What follows belongs to an exercise in optimizing a design on an open flow for small area, a short achievable clock period and few clock cycles; a production flow would make more cautious choices.
In this exercise RTL edits were held to simulation tests only and were not proved equivalent to the original.

==> flow/design.v (outline; a module is shown in full before it is edited, if it fits) <==
// module MyDesign: 1027 lines
module MyDesign (
  input   wire dut_run,
  output  reg  dut_busy,
  input   wire reset_b,
  input   wire clk,
  output wire        input_sram_write_enable,
  output wire [11:0] input_sram_write_addresss,
  output wire [15:0] input_sram_write_data,
  output reg  [11:0] input_sram_read_address,
  input  wire [15:0] input_sram_read_data,
  output reg         output_sram_write_enable,
  output reg  [11:0] output_sram_write_addresss,
  output reg  [15:0] output_sram_write_data,
  output wire [11:0] output_sram_read_address,
  input  wire [15:0] output_sram_read_data,
  output reg         scratchpad_sram_write_enable,
  output wire [11:0] scratchpad_sram_write_addresss,
  output wire [15:0] scratchpad_sram_write_data,
  output wire [11:0] scratchpad_sram_read_address,
  input  wire [15:0] scratchpad_sram_read_data,
  output wire        weights_sram_write_enable,
  output wire [11:0] weights_sram_write_addresss,
  output wire [15:0] weights_sram_write_data,
  output wire [11:0] weights_sram_read_address,
  input  wire [15:0] weights_sram_read_data
);
  // ...
==> flow/flow/run.sh <==
#!/bin/bash
# Standard layout, with one netlist pass between synthesis and floorplan:
# flow/polarity.py removes inverters between full adders (a full adder is
# self-dual, so it can take its inputs in the other polarity). Registers and
# all other logic stay as the standard synthesis made them.
set -uo pipefail
W=$PWD
R=$W/orfs/results/$FLOW_PLATFORM/MyDesign/base
LIB=$FLOW_HOME/platforms/$FLOW_PLATFORM/lib/sky130_fd_sc_hd__tt_025C_1v80.lib

bash standard.sh synth > $W/synth.log 2>&1 || { echo "synthesis failed"; exit 1; }

cp $R/1_2_yosys.v $W/1_2_yosys.standard.v
if python3 flow/polarity.py $W/1_2_yosys.standard.v $W/1_2_yosys.polarity.v "$LIB" > $W/polarity.log 2>&1; then
  # the synthesis netlist is now newer than 1_synth.odb: make rebuilds it
  cp $W/1_2_yosys.polarity.v $R/1_2_yosys.v
  echo "polarity pass applied"
else
  echo "polarity pass failed, keeping the standard netlist"
fi

bash standard.sh finish > $W/finish.log 2>&1 || { echo "layout failed"; exit 1; }
==> flow/flow/polarity.py <==
#!/usr/bin/env python3
"""Removes inverters between full adders in a mapped sky130 netlist.

A full adder is self-dual: FA(~a, ~b, ~c) = (~cout, ~sum). Each full adder may
therefore be flipped (its inputs taken in the other polarity, its outputs then
carrying the complements), and each xor2/xnor2 gate may be swapped for the
other. This picks flips that need fewest inverters, then rewires the netlist:
every inverter is replaced by at most one inverter per signal that some pin
needs in the other polarity. Registers, ports and all other cells are kept.

usage: polarity.py IN.v OUT.v LIBERTY
"""
import re, sys, random, collections

src, dst, lib = sys.argv[1], sys.argv[2], sys.argv[3]

# pin directions from the liberty file
outpins = collections.defaultdict(set)
cell = None
pin = None
for line in open(lib):
    m = re.match(r'\s*cell\s*\(\s*"?([\w]+)"?\s*\)', line)
    if m:
        cell = m.group(1); continue
    m = re.match(r'\s*pin\s*\(\s*"?([\w]+)"?\s*\)', line)
    if m:
        pin = m.group(1); continue
    m = re.match(r'\s*direction\s*:\s*"?(\w+)"?', line)
    if m and cell and pin:
        if m.group(1) == 'output':
            outpins[cell].add(pin)

text = open(src).read()
mod_start = text.index('module ')
body_start = text.index(');', mod_start) + 2
end = text.rindex('endmodule')
header = text[:body_start]
body = text[body_start:end]

inst_re = re.compile(r'((?:\s*\(\*[^*]*\*\))*)\s*(sky130_fd_sc_hd__\w+)\s+(\S+)\s*\((.*?)\);', re.S)
pin_re = re.compile(r'\.(\w+)\(\s*([^()]*?)\s*\)')

decls = []
cells = []
pos = 0
for m in inst_re.finditer(body):
    decls.append(body[pos:m.start()])
    pos = m.end()
    attrs, typ, name, pins = m.group(1), m.group(2), m.group(3), m.group(4)
    cells.append({'attrs': attrs, 'type': typ, 'name': name,
                  'pins': [(p, n) for p, n in pin_re.findall(pins)]})
decls.append(body[pos:])
decl_text = ''.join(decls)
assert 'assign' not in decl_text, 'assign statements not handled'

ports = set()
for m in re.finditer(r'^\s*(input|output)\s+(?:\[(\d+):(\d+)\]\s+)?(\S+);', header + decl_text, re.M):
    d, hi, lo, nm = m.groups()
    if hi is None:
        ports.add(nm)
    else:
        for i in range(int(lo), int(hi) + 1):
            ports.add('%s[%d]' % (nm, i))

def is_inv(c):
    return re.match(r'sky130_fd_sc_hd__(clk)?inv_\d+$', c['type']) is not None
def is_fa(c):
    return c['type'].startswith('sky130_fd_sc_hd__fa_')
def is_x(c):
    return re.match(r'sky130_fd_sc_hd__x(n)?or2_\d+$', c['type']) is not None

driver = {}
for c in cells:
    for p, n in c['pins']:
        if p in outpins[c['type']]:
            driver[n] = (c, p)

def lit(n):
    par = 0
    while n in driver and is_inv(driver[n][0]) and n not in ports:
        c = driver[n][0]
        n = dict(c['pins'])['A']
        par ^= 1
    # a port driven by an inverter stays as it is: treat the port as a base
    return n, par

# flippable drivers: full adders and xor/xnor gates, unless they drive a port
flip = {}
for c in cells:
    if is_fa(c) or is_x(c):
        outs = [n for p, n in c['pins'] if p in outpins[c['type']]]
        flip[c['name']] = 0 if not any(n in ports for n in outs) else None

def avail(base):
    d = driver.get(base)
    if d is None:
        return 0
    f = flip.get(d[0]['name'])
    return f if f else 0

# requirements: (cell, pin) -> (base, parity required before flips)
req = []
for c in cells:
    if is_inv(c):
        continue
    for p, n in c['pins']:
        if p in outpins[c['type']]:
            continue
        if re.match(r"\d+'", n) or n == '':
            continue
        b, par = lit(n)
        req.append((c, p, b, par))
# inverters that drive ports are kept: their input is a requirement
keep_inv = [c for c in cells if is_inv(c) and dict(c['pins'])['Y'] in ports]
for c in keep_inv:
    b, par = lit(dict(c['pins'])['A'])
    req.append((c, 'A', b, par))

def need(c, par):
    if is_fa(c) and flip.get(c['name']):
        return par ^ 1
    return par

def cost():
    s = set()
    for c, p, b, par in req:
        q = need(c, par)
        if q != avail(b):
            s.add(b)
    return len(s)

# local search over FA flips and xor swaps
by_cell = collections.defaultdict(list)
by_base = collections.defaultdict(list)
for r in req:
    by_cell[r[0]['name']].append(r)
    by_base[r[2]].append(r)
outs_of = {c['name']: [n for p, n in c['pins'] if p in outpins[c['type']]] for c in cells}

def local(name):
    # requirements touched by flipping `name`: its own inputs (FA) and users of its outputs
    bases = set()
    for r in by_cell[name]:
        bases.add(r[2])
    for n in outs_of[name]:
        bases.add(n)
    tot = 0
    for b in bases:
        a = avail(b)
        if any(need(c, par) != a for c, p, bb, par in by_base[b]):
            tot += 1
    return tot

cands = [n for n, f in flip.items() if f is not None]
before = cost()
random.seed(1)
for it in range(20):
    changed = 0
    random.shuffle(cands)
    for n in cands:
        c0 = local(n)
        flip[n] ^= 1
        c1 = local(n)
        if c1 < c0:
            changed += 1
        else:
            flip[n] ^= 1
    if not changed:
        break
after = cost()
ninv = sum(1 for c in cells if is_inv(c))
sys.stderr.write('inverters: %d before, %d needed after (%d kept on ports); flips %d\n'
                 % (ninv, after, len(keep_inv), sum(1 for f in flip.values() if f)))

# rewrite
newinv = {}
extra = []
def net_for(b, q):
    if q == avail(b):
        return b
    if b not in newinv:
        k = len(newinv)
        y = 'polinv_%d_y' % k
        newinv[b] = y
        extra.append((k, b, y))
    return newinv[b]

out_cells = []
for c in cells:
    if is_inv(c) and c not in keep_inv:
        continue
    if is_x(c) and flip.get(c['name']):
        t = c['type']
        if '__xor2_' in t:
            c['type'] = t.replace('__xor2_', '__xnor2_')
            c['rename'] = {'X': 'Y'}
        else:
            c['type'] = t.replace('__xnor2_', '__xor2_')
            c['rename'] = {'Y': 'X'}
    out_cells.append(c)
pinmap = {}
for c, p, b, par in req:
    pinmap[(c['name'], p)] = net_for(b, need(c, par))

lines = [header, decl_text.rstrip('\n') + '\n']
for k, b, y in extra:
    lines.append('  wire %s;\n' % y)
for c in out_cells:
    ps = []
    for p, n in c['pins']:
        n2 = pinmap.get((c['name'], p), n)
        ps.append('    .%s(%s%s)' % (c.get('rename', {}).get(p, p), n2, ' ' if n2.startswith('\\') else ''))
    lines.append('%s\n  %s %s (\n%s\n  );\n' % (c['attrs'], c['type'], c['name'], ',\n'.join(ps)))
for k, b, y in extra:
    lines.append('  sky130_fd_sc_hd__inv_1 polinv_%d (\n    .A(%s%s),\n    .Y(%s)\n  );\n' % (k, b, ' ' if b.startswith('\\') else '', y))
lines.append('endmodule\n')
open(dst, 'w').write(''.join(lines))
if len(sys.argv) > 4:
    st = collections.Counter()
    for c, p, b, par in req:
        if need(c, par) != avail(b):
            d = driver.get(b)
            dt = d[0]['type'].split('__')[1] + '.' + d[1] if d else 'port'
            st[(dt, c['type'].split('__')[1], 'flippable' if flip.get(d[0]['name'] if d else '') is not None else 'fixed')] += 1
    for k, v in st.most_common(25):
        sys.stderr.write('%s %d\n' % (k, v))
==> flow/standard.sh <==
#!/bin/bash
# synth_recipe.tcl (not shown) runs the flow's synth.tcl, then flattens the netlist and writes it again
# the make line also repeats each setting of config.mk as NAME=value (left out here)
make -C /OpenROAD-flow-scripts/flow DESIGN_CONFIG=/design/flow/config.mk WORK_HOME=/design/flow/orfs CLKGATE_MAP_FILE= SYNTH_SCRIPT=/design/flow/synth_recipe.tcl "${@:-finish}"
==> flow/config.mk <==
export PLATFORM = sky130hd
export DESIGN_NAME = MyDesign
export DESIGN_NICKNAME = MyDesign
export VERILOG_FILES = /design/flow/design.v
export SDC_FILE = /design/flow/constraint.sdc
export NUM_CORES = 4
export LEC_CHECK = 0
export ABC_AREA = 1
export CAP_MARGIN = 50
export CORE_MARGIN = 2
export CORE_UTILIZATION = 50
export SLEW_MARGIN = 70
==> flow/constraint.sdc <==
create_clock -name core_clock -period 10.0 [get_ports {clk}]
set_input_delay 2.0000 -clock core_clock [delete_from_list [all_inputs] [get_ports {clk}]]
set_output_delay 2.0000 -clock core_clock [all_outputs]
set_load 0.01 [all_outputs]
==> impl_metrics.ini, run 1 <==
[outcome]
status = finished clean

[critical_path]
start_kind = register
cp_slowest_cell = fa_1
r2r_end = ue_r12_4$_DFF_P_
timing.critical_path.required_ns = 10.53
path_depth = 9

[grt]
use_met3 = 0.116
top_usage_layer = met2
grt_max_degree = 37

[place]
pre_cts_ws_ns = 5.91
dp_hpwl_um = 119000

[drt]
dr.max_layer_used = met4
post_drt_wl_per_cell_um = 26.1
drtPass1Iterations = 10
ant_nets = 0
route.met2.wl_um = 63100

[layout]
seq_area_um2 = 13000
seq_area_frac = 0.260
nClkBuffers = 85
final_cell_mix = 666 x xor2_1, 602 x fa_1, 506 x o22ai_1

[sta]
whs_ns = 0.322
hold_viol_final = 0
setup_ws_ns = 5.91

[clock_network]
cts_sinks = 574
clockBufferDepth = 3
clk_latency_ns = 0.66

[die]
die_h_um = 303
Testbench counts, summed over its fixed seeds: cycles 34,034.
==> run 2: changes to the inputs <==
--- a/flow/config.mk
+++ b/flow/config.mk
@@ -8,5 +8,6 @@
 export ABC_AREA = 1
 export CAP_MARGIN = 50
 export CORE_MARGIN = 2
-export CORE_UTILIZATION = 50
+export CORE_UTILIZATION = 60
+export CTS_BUF_LIST = sky130_fd_sc_hd__clkbuf_8
 export SLEW_MARGIN = 70
==> impl_metrics.ini, run 2 <==
[outcome]
status = finished clean

[layout]
fin_area_um2 = 49100
drive_above_1_share = 0.118
fin_cells = 5653
layout.nets = 5397
seq_area_um2 = 12900
nFillCells = 6070
final_cell_mix = 666 x xor2_1, 602 x fa_1, 506 x o22ai_1
area_delta_synth_final_pct = 9.54
reg.largest.list = se_r: 19 flops, so_r: 19 flops
multiInputGateArea_um2 = 28500
final_common_cell = xor2_1

[grt]
antenna_found_initial = 2
overflow = 0
grt_max_degree = 37
grt_pass1_vias = 34200
track_usage = 0.388
grt_first_pass_wirelength_um = 218000

[clock_network]
numCtsBuffers = 98
cts_tree = yes
post_cts_resized = 0
root_buffer = clkbuf_8
path_clk_slew_ns = 0.06
clockBufferDepth = 3
cts_sinks = 574
holdBufCountCts = 0
clk_latency_ns = 0.80
cts_setup_buffers = 0
htreeDepth = 3

[critical_path]
reg2reg_slack_ns = 6.22
crit_end = input_sram_read_address[5]
critPathTopFamily = buffers and inverters
crit_type = reg2out
cp_slowest_stage_delay_ns = 0.61
r2r_end = so_r[17]$_DFF_P_
startpoint = input_sram_read_address[5]$_SDFF_PN0_
timing.critical_path.required_ns = 8.00
reg2reg_from = uo_r10_0$_DFF_P_
crit_arrival_ns = 1.91
cp_slowest_cell = clkdlybuf4s50_1
path_max_fanout = 10
start_kind = register
path_buf_inv = 1
cp_cell_sequence = clkdlybuf4s50_1
worstSetupEndpointType = primary output
worst_r2r_path_depth = 10
path_depth = 1

[synth]
netlist_area_um2 = 44800
postSynthAreaPerCell_um2 = 9.94
syn_inst = 4510
ys_warn_count = 1

[die]
initial_core_util = 0.604
die_h_um = 277
io_pins = 232
row_count = 100
core_area_um2 = 74200
die-area_um2 = 76900
die_w_um = 277

[drt]
drtIter0Drc = 4766
drtPass1Iterations = 7
totalWireLength_um = 148000
ant_nets = 0
vias = 34500
drc = 0
post_drt_wl_per_cell_um = 26.2
via_per_inst = 6.10

[sta]
grt_setup_unrepaired = no
setup_violations = 0
fmax_mhz = 255
hold_viol_final = 0
post-route-min-period_ns = 3.91
max_slew_margin = 0.659
tightest_slew_ns = 0.511
finalMaxSlewViolations = 0
period_share = 0.391
tns_ns = 0
fin_worst_skew_ns = 0.0777
whs_ns = 0.326

[place]
place_area_um2 = 47000
dp_hpwl_um = 116000
port_buffers = 120
place_inst = 5469
gp_congestion = 0.965

[job]
drv_cap = 0

[hold_path]
min_path_type = reg2reg
run 2: cell types whose count changed in the layout (fill, tap and decap cells not counted), moves of 5 or more:
cell,previous run,this run
buf_2,186,178
clkbuf_16,72,0
clkbuf_1,5,0
inv_1,427,458
buf_4,88,68
dfxtp_2,32,42
dfxtp_4,46,39
clkbuf_8,8,111
run 2: area by class of cell:
class,count,share of cell area
timing repair buffer,374,0.0548
multi-input combinational,3117,0.582
inverter,436,0.0334
sequential,574,0.264
antenna,1,0.0000510
clock buffer,111,0.0311
tap,969,0.0247
clock inverter,71,0.0108
run 2: metrics by stage:
stage	util	setup WS, ns
after global placement	0.615	5.82
after floorplan	-	6.58
after global routing	0.662	6.01
after detailed placement	0.633	5.78
final	0.662	6.09
after CTS	0.661	6.03
run 2: worst min path at each step:
| stage | slack (ns) | depth (start not counted) | start | to |
|---|---|---|---|---|
| after floorplan | 0.31 | 0 | w1[0]$_DFF_P_ | wa2[0]$_DFF_P_ |
| after global placement | 0.31 | 0 | w1[0]$_DFF_P_ | wa2[0]$_DFF_P_ |
| after detailed placement | 0.31 | 0 | w1[0]$_DFF_P_ | wa2[0]$_DFF_P_ |
| after CTS | 0.33 | 0 | w1[0]$_DFF_P_ | wa2[0]$_DFF_P_ |
| after global routing | 0.33 | 0 | w1[0]$_DFF_P_ | wa2[0]$_DFF_P_ |
| final | 0.33 | 0 | w1[0]$_DFF_P_ | wa2[0]$_DFF_P_ |
run 2: layer usage:
| metal | track usage | up-vias | wire [µm] | share of wire |
|---|---|---|---|---|
| li1 | - | 14800 | - | - |
| met1 | 0.532 | 16600 | 56700 | 0.38 |
| met2 | 0.539 | 2675 | 60100 | 0.41 |
| met3 | 0.133 | 442 | 21100 | 0.14 |
| met4 | 0.213 | 0 | 10100 | 0.068 |
| met5 | 0 | - | 0 | 0 |

==> separate check: timing with driven ports <==
How much do the figures lean on ideal ports? The routed layouts below were timed once more, with nothing changed but the port constraints. Step 1: set_driving_cell puts a clkbuf_16 on clk and a buf_2 on each other input, an assumption about the parent block. Step 2 adds t to the input delays and takes it off the output delays; t is the mean of the earliest and latest rising clock arrival at the registers after step 1. Input paths then give back, and output paths get back, about the clock's delay inside the block. Three values: ideal, step 1, step 2; two values: the first two.
run | t, ns | setup slack, ns | worst setup path after step 2 | worst register clock-pin slew, ns | cell pins on the clock port's net
run 1 | 0.712 | 5.914 / 5.914 / 5.914 | register to register | 0.07 / 0.07 | 1
run 2 | 0.828 | 6.086 / 6.016 / 5.870 | input to register | 0.09 / 0.09 | 1
After both steps setup and hold are still met in every run listed. The setup slack of run 2, which loses most, moves by -0.070 ns with the drivers and by -0.216 ns with both steps.
